Background: an optimization exercise with open tools, aiming at small area and a short achievable clock period. Do not read the settings as production practice.
In this exercise RTL edits were held to simulation tests only and were not proved equivalent to the original.

Design notch_filter_q15, start of the top module:
module notch_filter_q15 (
    input logic clk,
    input logic reset,
    input logic signed [15:0] x_in,
    output logic signed [15:0] y_out,
    input logic signed [15:0] b0,
    input logic signed [15:0] b1,
    input logic signed [15:0] b2,
    input logic signed [15:0] a1,
    input logic signed [15:0] a2
);
    logic signed [31:0] w1, w2;
    logic [31:0] w0;
    logic [3:0] y4;
    logic [3:0] yq;
    wire n162;
    wire n163;
    wire n164;
    wire n165;
    wire n166;
    wire n167;
    wire n168;
    wire n169;
    wire n170;
    wire n171;
    wire n172;
    wire n173;
    wire n174;
    wire n175;
    wire n176;
    wire n177;
    wire n178;
    wire n179;
    wire n180;
    wire n181;
    wire n182;
    wire n183;
    wire n184;
    wire n185;
    wire n186;
    wire n187;
    wire n188;
    wire n189;
    wire n190;
    wire n191;
    wire n192;
    wire n193;
    wire n194;
    wire n195;
    wire n196;
    wire n197;
    wire n198;
    wire n199;
    wire n200;
    wire n201;
    wire n202;
    wire n203;
    wire n204;
    wire n205;
    wire n206;
    wire n207;
    wire n208;
    wire n209;
    wire n210;
    wire n211;
    wire n212;
    wire n213;
    wire n214;
    wire n215;
    wire n216;
    wire n217;
    wire n218;
    wire n219;
    wire n220;
    wire n221;
    wire n222;
    wire n223;
    wire n224;
    wire n225;
    wire n226;
    wire n227;
    wire n228;
    wire n229;
    wire n230;
    wire n231;
    wire n232;
    wire n233;
    wire n234;
    wire n235;
    wire n236;
    wire n237;
    wire n238;
    wire n239;
    wire n240;
    wire n241;
    wire n242;
    wire n243;
    wire n244;
    wire n245;
    wire n246;
    wire n247;
    wire n248;
    wire n249;
    wire n250;
    wire n251;
    wire n252;
    wire n253;
    wire n254;
    wire n255;
    wire n256;
    wire n257;
    wire n258;
    wire n259;
    wire n260;
    wire n261;
    wire n262;
    wire n263;
    wire n264;
    wire n265;
    wire n266;
    wire n267;
    wire n268;
    wire n269;
    wire n270;
    wire n271;
    wire n272;
    wire n273;
    wire n274;
    wire n275;
    wire n276;
    wire n277;
    wire n278;
    wire n279;
    wire n280;
    wire n281;
    wire n282;
    wire n283;
    wire n284;
    wire n285;
    wire n286;
  ...
Size in the first run: ~5000 cells after synthesis, ~68 flip-flops, roughly 110 I/O pins, roughly 45000 um^2 of cells after synthesis.
clock: 20.5 ns
lec_check: 0
abc_area: 1
cap_margin: 20
core_margin: 2
core_utilization: 55
cts_buf_list: sky130_fd_sc_hd__clkbuf_4 sky130_fd_sc_hd__clkbuf_8
slew_margin: 20
synth_hierarchical: 1
synth_minimum_keep_size: 0
standard.sh (not shown) runs the stock make flow with config.mk's settings and CLKGATE_MAP_FILE= SYNTH_SCRIPT=/design/flow/synth_recipe.tcl, a recipe that flattens the netlist after the stock synthesis.
==> flow/flow/run.sh <==
#!/bin/bash
# The standard layout (standard.sh), with two changes to how it is made:
#  - every input and output port still gets its own buffer, but a plain
#    buf_1 (the resizer upsizes it where timing needs it) instead of the
#    clkdlybuf4s50_1 that buffer_ports picks by default;
#  - timing repair aims at a setup margin of 5 ns.
# Clock period, constraints and the synthesis are the standard flow's own.
export BUFFER_PORTS_ARGS="-buffer_cell sky130_fd_sc_hd__buf_1"
export SETUP_SLACK_MARGIN=5
bash standard.sh > standard.log 2>&1
The baseline passed the timing, DRC and antenna checks.
Rerun with:
--- a/flow/flow/run.sh
+++ b/flow/flow/run.sh
@@ -5,6 +5,6 @@
 #    clkdlybuf4s50_1 that buffer_ports picks by default;
-#  - timing repair aims at a setup margin of 5 ns.
+#  - timing repair aims at a setup margin of 6 ns.
 # Clock period, constraints and the synthesis are the standard flow's own.
 export BUFFER_PORTS_ARGS="-buffer_cell sky130_fd_sc_hd__buf_1"
-export SETUP_SLACK_MARGIN=5
+export SETUP_SLACK_MARGIN=6
 bash standard.sh > standard.log 2>&1
- CORE_UTILIZATION: 55 -> 45
- The new run finished clean
- final area is higher by 1.9%
- fmax is higher by 7.0%
- worst hold slack stays flat
- worst setup slack improved by 0.99 ns
- routed wire length is higher by 0.37%
Rerun with:
--- a/flow/flow/run.sh
+++ b/flow/flow/run.sh
@@ -5,6 +5,6 @@
 #    clkdlybuf4s50_1 that buffer_ports picks by default;
-#  - timing repair aims at a setup margin of 6 ns.
+#  - timing repair aims at a setup margin of 6.5 ns.
 # Clock period, constraints and the synthesis are the standard flow's own.
 export BUFFER_PORTS_ARGS="-buffer_cell sky130_fd_sc_hd__buf_1"
-export SETUP_SLACK_MARGIN=6
+export SETUP_SLACK_MARGIN=6.5
 bash standard.sh > standard.log 2>&1
- CORE_UTILIZATION: 45 -> 55
Outcome: Sequential cell count is unchanged; non-clock buffer count climbs by 90; wire length goes up by a few percent.

========
## the reference run
Starting RTL as in the previous note.
Settings: LEC_CHECK=0, ABC_AREA=1, CAP_MARGIN=20, CORE_MARGIN=2, CORE_UTILIZATION=55, CTS_BUF_LIST=sky130_fd_sc_hd__clkbuf_4 sky130_fd_sc_hd__clkbuf_8, SLEW_MARGIN=20, SYNTH_HIERARCHICAL=1, SYNTH_MINIMUM_KEEP_SIZE=0; clock period 20.5 ns.
==> flow/flow/run.sh <==
#!/bin/bash
# The standard layout (standard.sh), with two changes to how it is made:
#  - every input and output port still gets its own buffer, but a plain
#    buf_1 (the resizer upsizes it where timing needs it) instead of the
#    clkdlybuf4s50_1 that buffer_ports picks by default;
#  - timing repair aims at a setup margin of 5.5 ns.
# Clock period, constraints and the synthesis are the standard flow's own.
export BUFFER_PORTS_ARGS="-buffer_cell sky130_fd_sc_hd__buf_1"
export SETUP_SLACK_MARGIN=5.5
bash standard.sh > standard.log 2>&1
#### Input delta (the trial run over the reference run)
- CORE_UTILIZATION: 55 -> 65
==> flow/flow/run.sh <==
#!/bin/bash
# The standard layout (standard.sh), with two changes to how it is made:
#  - every input and output port still gets its own buffer, but a plain
#    buf_1 (the resizer upsizes it where timing needs it) instead of the
#    clkdlybuf4s50_1 that buffer_ports picks by default;
#  - timing repair aims at a setup margin of 6 ns.
# Clock period, constraints and the synthesis are the standard flow's own.
export BUFFER_PORTS_ARGS="-buffer_cell sky130_fd_sc_hd__buf_1"
export SETUP_SLACK_MARGIN=6
bash standard.sh > standard.log 2>&1
Findings:
The flow did not stop early for the trial run: all stages ran, and the layout cleared the timing, DRC and antenna checks. The maximum frequency in the trial run was higher than what the reference run gave. The trial run and the reference run ended up with nearly the same total clock buffers created by CTS. Taking the reference run as the reference, in the trial run smallest hold slack grew by 9.8 ps, number of antenna violations at the first check in global routing shrank by 3, global-route usage grew by 5.5 points, final cell count shrank by 3.1%, final non-filler cell area held steady. In the trial run relative to the reference run, number of cells on the worst reg-to-reg path had gone up by a few percent.

## separate check: timing with driven ports
The results above use ideal ports. As a check the final layouts listed here were re-extracted and re-timed, cells and wires unchanged.
Step 1 assumes that a clkbuf_16 drives the clock port and a buf_2 every other input.
Step 2, shift: input delay + t, output delay - t, t = (earliest + latest rising clock arrival at the registers) / 2. This alone moves slack from input paths to output paths.
a / b / c = ideal / step 1 / step 2; a / b = the first two.
run | shift t [ns] | setup slack, ns | worst setup path after step 2 | latest minus earliest clock arrival (ns) | cell pins on the clock port's net
the first run of note 1 | 0.418 | 5.490 / 5.494 / 5.076 | input to register | 0.011 / 0.012 | 1
the second run of note 1 | 0.410 | 6.478 / 6.383 / 5.972 | input to register | 0.024 / 0.023 | 1
the third run of note 1 | 0.420 | 6.698 / 6.683 / 6.263 | input to register | 0.012 / 0.012 | 1
the reference run | 0.416 | 6.099 / 6.053 / 5.637 | input to register | 0.012 / 0.013 | 1
the trial run | 0.407 | 6.329 / 6.292 / 5.884 | input to register | 0.019 / 0.019 | 1
After both steps every run listed still meets setup and hold. The setup slack of the second run of note 1, which loses most, moves by -0.095 ns with the drivers and by -0.506 ns with both steps.
